This is an optimization exercise on Yosys and OpenROAD, whose aim is small area, not a production implementation. In this exercise RTL edits were held to simulation tests only and were not proved equivalent to the original. The clock input has no modelled driver; a real chip could not lean on it and would need a root buffer or a full tree.

## v28
Design alarm_clock_pv, start of the top module:
module alarm_clock_pv (input CLK,SW5,SW4,SW3,SW2,SW1,SW0,KEY1,KEY0,
output logic [6:0] SEC_LSB,SEC_MSB,MIN_LSB,MIN_MSB,HR_LSB,HR_MSB,
output logic LED7,LED5,LED4,LED3,LED2,LED1,LED0);
function automatic [3:0] nx13(input [3:0] q);
  nx13 = {((q[2])), ((q[1])), ((q[0])), ~((q[3] & ~q[0]) | (~q[3] & q[0]) | (~q[2] & q[1] & ~q[0]))};
endfunction
function automatic last13(input [3:0] q);
  last13 = ((q[3] & ~q[2] & ~q[0]));
endfunction
function automatic [2:0] nx7(input [2:0] q);
  nx7 = {((q[1])), ((q[0])), ((~q[2] & ~q[0]) | (q[2] & q[0]))};
endfunction
function automatic last7(input [2:0] q);
  last7 = ((q[2] & ~q[1] & ~q[0]));
endfunction
function automatic [3:0] nxo(input [3:0] q);
  nxo = {((q[2])), ((q[1])), ((q[0])), ((~q[3] & q[2]) | (~q[3] & ~q[0]) | (~q[2] & q[1]))};
endfunction
function automatic is9(input [3:0] q);
  is9 = ((q[3] & ~q[2] & ~q[0]));
endfunction
function automatic is3(input [3:0] q);
  is3 = ((~q[3] & q[2] & ~q[1]));
endfunction
function automatic is0o(input [3:0] q);
  is0o = ((~q[3] & ~q[1] & ~q[0]));
endfunction
function automatic [2:0] nxj(input [2:0] q);
  nxj = {((q[1])), ((q[0])), ((~q[2]))};
endfunction
function automatic is5(input [2:0] q);
  is5 = ((q[2] & ~q[1]));
endfunction
function automatic is0j(input [2:0] q);
  is0j = ((~q[2] & ~q[0]));
endfunction
function automatic [1:0] nxh(input [1:0] q);
  nxh = {((~q[1] & q[0])), ((~q[1]))};
endfunction
function automatic is2(input [1:0] q);
  is2 = ((q[1]));
endfunction
  ...
Settings: LEC_CHECK=0, CAP_MARGIN=20, CORE_MARGIN=2, CORE_UTILIZATION=70, PLACE_DENSITY=0.8, SLEW_MARGIN=20; clock period 50.0 ns.
standard.sh (not shown) runs the stock make flow with config.mk's settings and CLKGATE_MAP_FILE= SYNTH_SCRIPT=/design/flow/synth_recipe.tcl, a recipe that flattens the netlist after the stock synthesis.
==> flow/flow/run.sh <==
#!/bin/bash
# Own layout flow: the standard flow, with an area-oriented synthesis
# (several ABC area scripts, the smallest result kept, no half-adder
# extraction), the smallest buffer on every port and a small hand-built
# clock tree. Each tool's output goes to a log file here.
set -uo pipefail
R=orfs/results/$FLOW_PLATFORM/alarm_clock_pv/base

bash standard.sh synth > log_1_standard_synth.log 2>&1 || exit 1
cp $R/1_2_yosys.v std_1_2_yosys.v

# 2. own synthesis: ORFS's yosys script with the ABC step replaced and no adder mapping
rm -rf myscripts; cp -r $FLOW_HOME/scripts myscripts
sed -i "s|^\(\s*\)log_cmd abc {\*}\$abc_args|\1source $PWD/flow/multi_abc.tcl|" myscripts/synth.tcl
grep -n multi_abc myscripts/synth.tcl > log_2_synth_patch.log
mkdir -p std_results; cp $R/1_* std_results/
rm -f $R/1_*
if MULTI_ABC_DIR=$PWD/flow bash standard.sh ADDER_MAP_FILE= SCRIPTS_DIR=$PWD/myscripts synth > log_2_own_synth.log 2>&1 \
   && python3 flow/cmpff.py std_1_2_yosys.v $R/1_2_yosys.v > log_2_cmpff.log 2>&1; then
  echo "own synthesis used" >> log_2_cmpff.log
else
  echo "own synthesis rejected, using the standard one" >> log_2_cmpff.log
  rm -f $R/1_*; cp std_results/1_* $R/
fi

# 3. layout; clock_tree_synthesis replaced by manual_cts, high-fanout drivers
#    upsized after port buffering
CTS_K=4; CTS_CELL=sky130_fd_sc_hd__clkbuf_8
[ -f flow/cts.conf ] && . flow/cts.conf
sed -i "s|^log_cmd clock_tree_synthesis.*|source $PWD/flow/manual_cts.tcl\nmanual_cts CLK $CTS_K $CTS_CELL\nset_propagated_clock [all_clocks]|" myscripts/cts.tcl
grep -n manual_cts myscripts/cts.tcl > log_3_cts_patch.log
sed -i "s|^\(\s*\)buffer_ports {\*}\[env_var_or_empty BUFFER_PORTS_ARGS\]|&\n\1source $PWD/flow/upsize.tcl|" myscripts/global_place.tcl
grep -n -A1 'buffer_ports {' myscripts/global_place.tcl >> log_3_cts_patch.log
bash standard.sh SCRIPTS_DIR=$PWD/myscripts \
  BUFFER_PORTS_ARGS="-buffer_cell sky130_fd_sc_hd__buf_1" \
  finish > log_3_layout.log 2>&1
==> flow/flow/abc_try_m3.script <==
strash
&get -n
&deepsyn -T 20
&put
balance; rewrite; refactor; balance; rewrite; rewrite -z; balance; refactor -z; rewrite -z; balance
&get -n
&dch -f
&nf -R 1000
&put
topo
strash
balance; rewrite; refactor; balance; rewrite; rewrite -z; balance; refactor -z; rewrite -z; balance
dch -f
amap -F 100 -A 100
==> flow/flow/abc_try_m5.script <==
strash
&get -n
&deepsyn -T 20
&put
balance; rewrite; refactor; balance; rewrite; rewrite -z; balance; refactor -z; rewrite -z; balance
&get -n
&dch -f
&nf -R 1000
&put
topo
strash
balance; rewrite; refactor; balance; rewrite; rewrite -z; balance; refactor -z; rewrite -z; balance
dch -f
amap -F 100 -A 100
topo
strash
dch -f
amap -F 100 -A 100
==> flow/flow/abc_try_m6.script <==
strash
&get -n
&deepsyn -T 20
&put
balance; rewrite; refactor; balance; rewrite; rewrite -z; balance; refactor -z; rewrite -z; balance
dch -f
amap -F 100 -A 100
topo
strash
balance; rewrite; refactor; balance; rewrite; rewrite -z; balance; refactor -z; rewrite -z; balance
dch -f
amap -F 100 -A 100
==> flow/flow/abc_try_m7.script <==
strash
&get -n
&deepsyn -T 20
&put
balance; rewrite; refactor; balance; rewrite; rewrite -z; balance; refactor -z; rewrite -z; balance
&get -n
&dch -f
&nf -R 1000
&put
topo
strash
&get -n
&deepsyn -T 10
&put
dch -f
amap -F 100 -A 100
==> flow/flow/cts.conf <==
CTS_K=4; CTS_CELL=sky130_fd_sc_hd__buf_4
==> flow/flow/upsize.tcl <==
# Give the drivers of high-fanout nets (the reset inverter, busy input
# buffers) a stronger cell of the same or nearly the same area, so that
# placement does not add buffers to repair their load capacitance.
proc upsize_high_fanout {min_fanout} {
  set swap {
    sky130_fd_sc_hd__clkinv_1 sky130_fd_sc_hd__inv_2
    sky130_fd_sc_hd__inv_1    sky130_fd_sc_hd__inv_2
    sky130_fd_sc_hd__buf_1    sky130_fd_sc_hd__buf_2
    sky130_fd_sc_hd__clkbuf_1 sky130_fd_sc_hd__buf_2
  }
  foreach inst [get_cells *] {
    set m [get_property $inst ref_name]
    if {![dict exists $swap $m]} continue
    foreach pin [get_pins -of_objects $inst -filter "direction==output"] {
      set net [get_nets -of_objects $pin]
      if {$net == ""} continue
      set fo [llength [get_pins -of_objects $net -filter "direction==input"]]
      if {$fo >= $min_fanout} {
        puts "upsize_high_fanout: [get_property $inst full_name] $m -> [dict get $swap $m] (fanout $fo)"
        replace_cell $inst [dict get $swap $m]
      }
    }
  }
}
upsize_high_fanout 12
Other scripts of this flow, unchanged in this note and not shown: flow/flow/abc_try_1.script, flow/flow/abc_try_2.script, flow/flow/abc_try_3.script, flow/flow/abc_try_4.script, flow/flow/abc_try_5.script, flow/flow/abc_try_6.script, flow/flow/abc_try_7.script, flow/flow/abc_try_8.script, flow/flow/cmpff.py, flow/flow/manual_cts.tcl, flow/flow/multi_abc.tcl
v28: full flow OK, the timing, design-rule and antenna checks passed
#### Input delta (v19 over v28)
- changing PLACE_DENSITY from 0.8 to 0.92
- changing CORE_UTILIZATION from 70 to 85
diff --git a/flow/flow/run.sh b/flow/flow/run.sh
--- a/flow/flow/run.sh
+++ b/flow/flow/run.sh
@@ -25,4 +25,3 @@
 
-# 3. layout; clock_tree_synthesis replaced by manual_cts, high-fanout drivers
-#    upsized after port buffering
+# 3. layout; clock_tree_synthesis replaced by manual_cts
 CTS_K=4; CTS_CELL=sky130_fd_sc_hd__clkbuf_8
@@ -31,4 +30,2 @@
 grep -n manual_cts myscripts/cts.tcl > log_3_cts_patch.log
-sed -i "s|^\(\s*\)buffer_ports {\*}\[env_var_or_empty BUFFER_PORTS_ARGS\]|&\n\1source $PWD/flow/upsize.tcl|" myscripts/global_place.tcl
-grep -n -A1 'buffer_ports {' myscripts/global_place.tcl >> log_3_cts_patch.log
 bash standard.sh SCRIPTS_DIR=$PWD/myscripts \
==> flow/flow/cts.conf <==
CTS_K=2; CTS_CELL=sky130_fd_sc_hd__clkbuf_8
removed: flow/flow/abc_try_m3.script
removed: flow/flow/abc_try_m5.script
removed: flow/flow/abc_try_m6.script
removed: flow/flow/abc_try_m7.script
removed: flow/flow/upsize.tcl
==> run notes <==
Stage in which a tool error killed v19: global placement without I/O.
The flow did not stop early for v28: all stages ran, and the layout cleared the timing, design-rule and antenna checks.
Re synthesized netlist net count: no difference whatsoever between v28 and v19.
Across both runs, number of core rows was lower for v19 than for v28.
From v19 to v28, post-synthesis async set-or-reset flop share did not move at all.
Chip width (lower): v19
Between v19 and v28, the height of the die is lower for v19.
On complex-gate fraction of the synthesized area, v19 tracks v28 almost exactly.
The inputs of v56 differ from those of v19 as listed below.
- PLACE_DENSITY: 0.92 -> 0.8
- CORE_UTILIZATION: 85 -> 70
==> flow/flow/cts.conf <==
CTS_K=4; CTS_CELL=sky130_fd_sc_hd__buf_4
- Synthesized netlist net count: v19 vs v56 identical
- Cmp v56 vs v19: starting utilization of the core area lower in v56
- v56: no failed stages, no open violations at the end
- What ended v19 was a tool error in global placement without I/O; the run never finished.
- Diff v56..v19 | simple-gate share of the synthesized area | negligible
- Against v19, v56 comes in 9.5% higher on floorplan die height.
- Horizontal extent of the die: v56 higher than v19
- v56: floorplan row count is 2 higher than what v19 reported.
Edits applied to the flow inputs when going from v56 to v8:
- a change of CORE_UTILIZATION from 70 to 85
- a change of PLACE_DENSITY from 0.8 to 0.92
==> flow/flow/cts.conf <==
CTS_K=3; CTS_CELL=sky130_fd_sc_hd__clkbuf_8
Findings:
Delta (v8 minus v56): simple-gate area share of the yosys netlist held steady, area after synthesis stayed essentially flat.
Compared with v56, in v8 number of synthesized flops with an enable pin barely changed, chip width dropped 8.7%, height of the chip dropped about 9%.
v8 did not finish; a tool error ended it in global placement without I/O.
Number of standard-cell rows in the floorplan, v8 and v56: smaller value in v8
The clock cells of v28 and v56 come from the design's own scripts or RTL, not from TritonCTS.

## afterwards: timing with drivers on the ports
The results above use ideal ports. As a check the final layouts listed here were re-extracted and re-timed, cells and wires unchanged.
Step 1 sets driving cells, clkbuf_16 on the clock port and buf_2 on the other inputs (assumed; they add their load-dependent delay and slew).
Step 2 moves the port delays by t, midway between the first and last clock arrival at a register: inputs arrive t later, outputs are due t later. That takes back most of the time a late clock gives input paths.
a / b / c = ideal / step 1 / step 2; a / b = the first two.
| run | shift t [ns] | setup slack, ns | hold slack, ns | clock arrival spread, ns |
|---|---|---|---|---|
| v28 | 0.192 | 28.174 / 28.151 / 28.151 | 0.384 / 0.384 / 0.384 | 0.010 / 0.010 |
| v56 | 0.194 | 27.764 / 27.742 / 27.742 | 0.391 / 0.391 / 0.391 | 0.005 / 0.005 |
After both steps every run listed still meets setup and hold. The setup slack of v28, which loses most, moves by -0.023 ns with the drivers and by -0.023 ns with both steps.
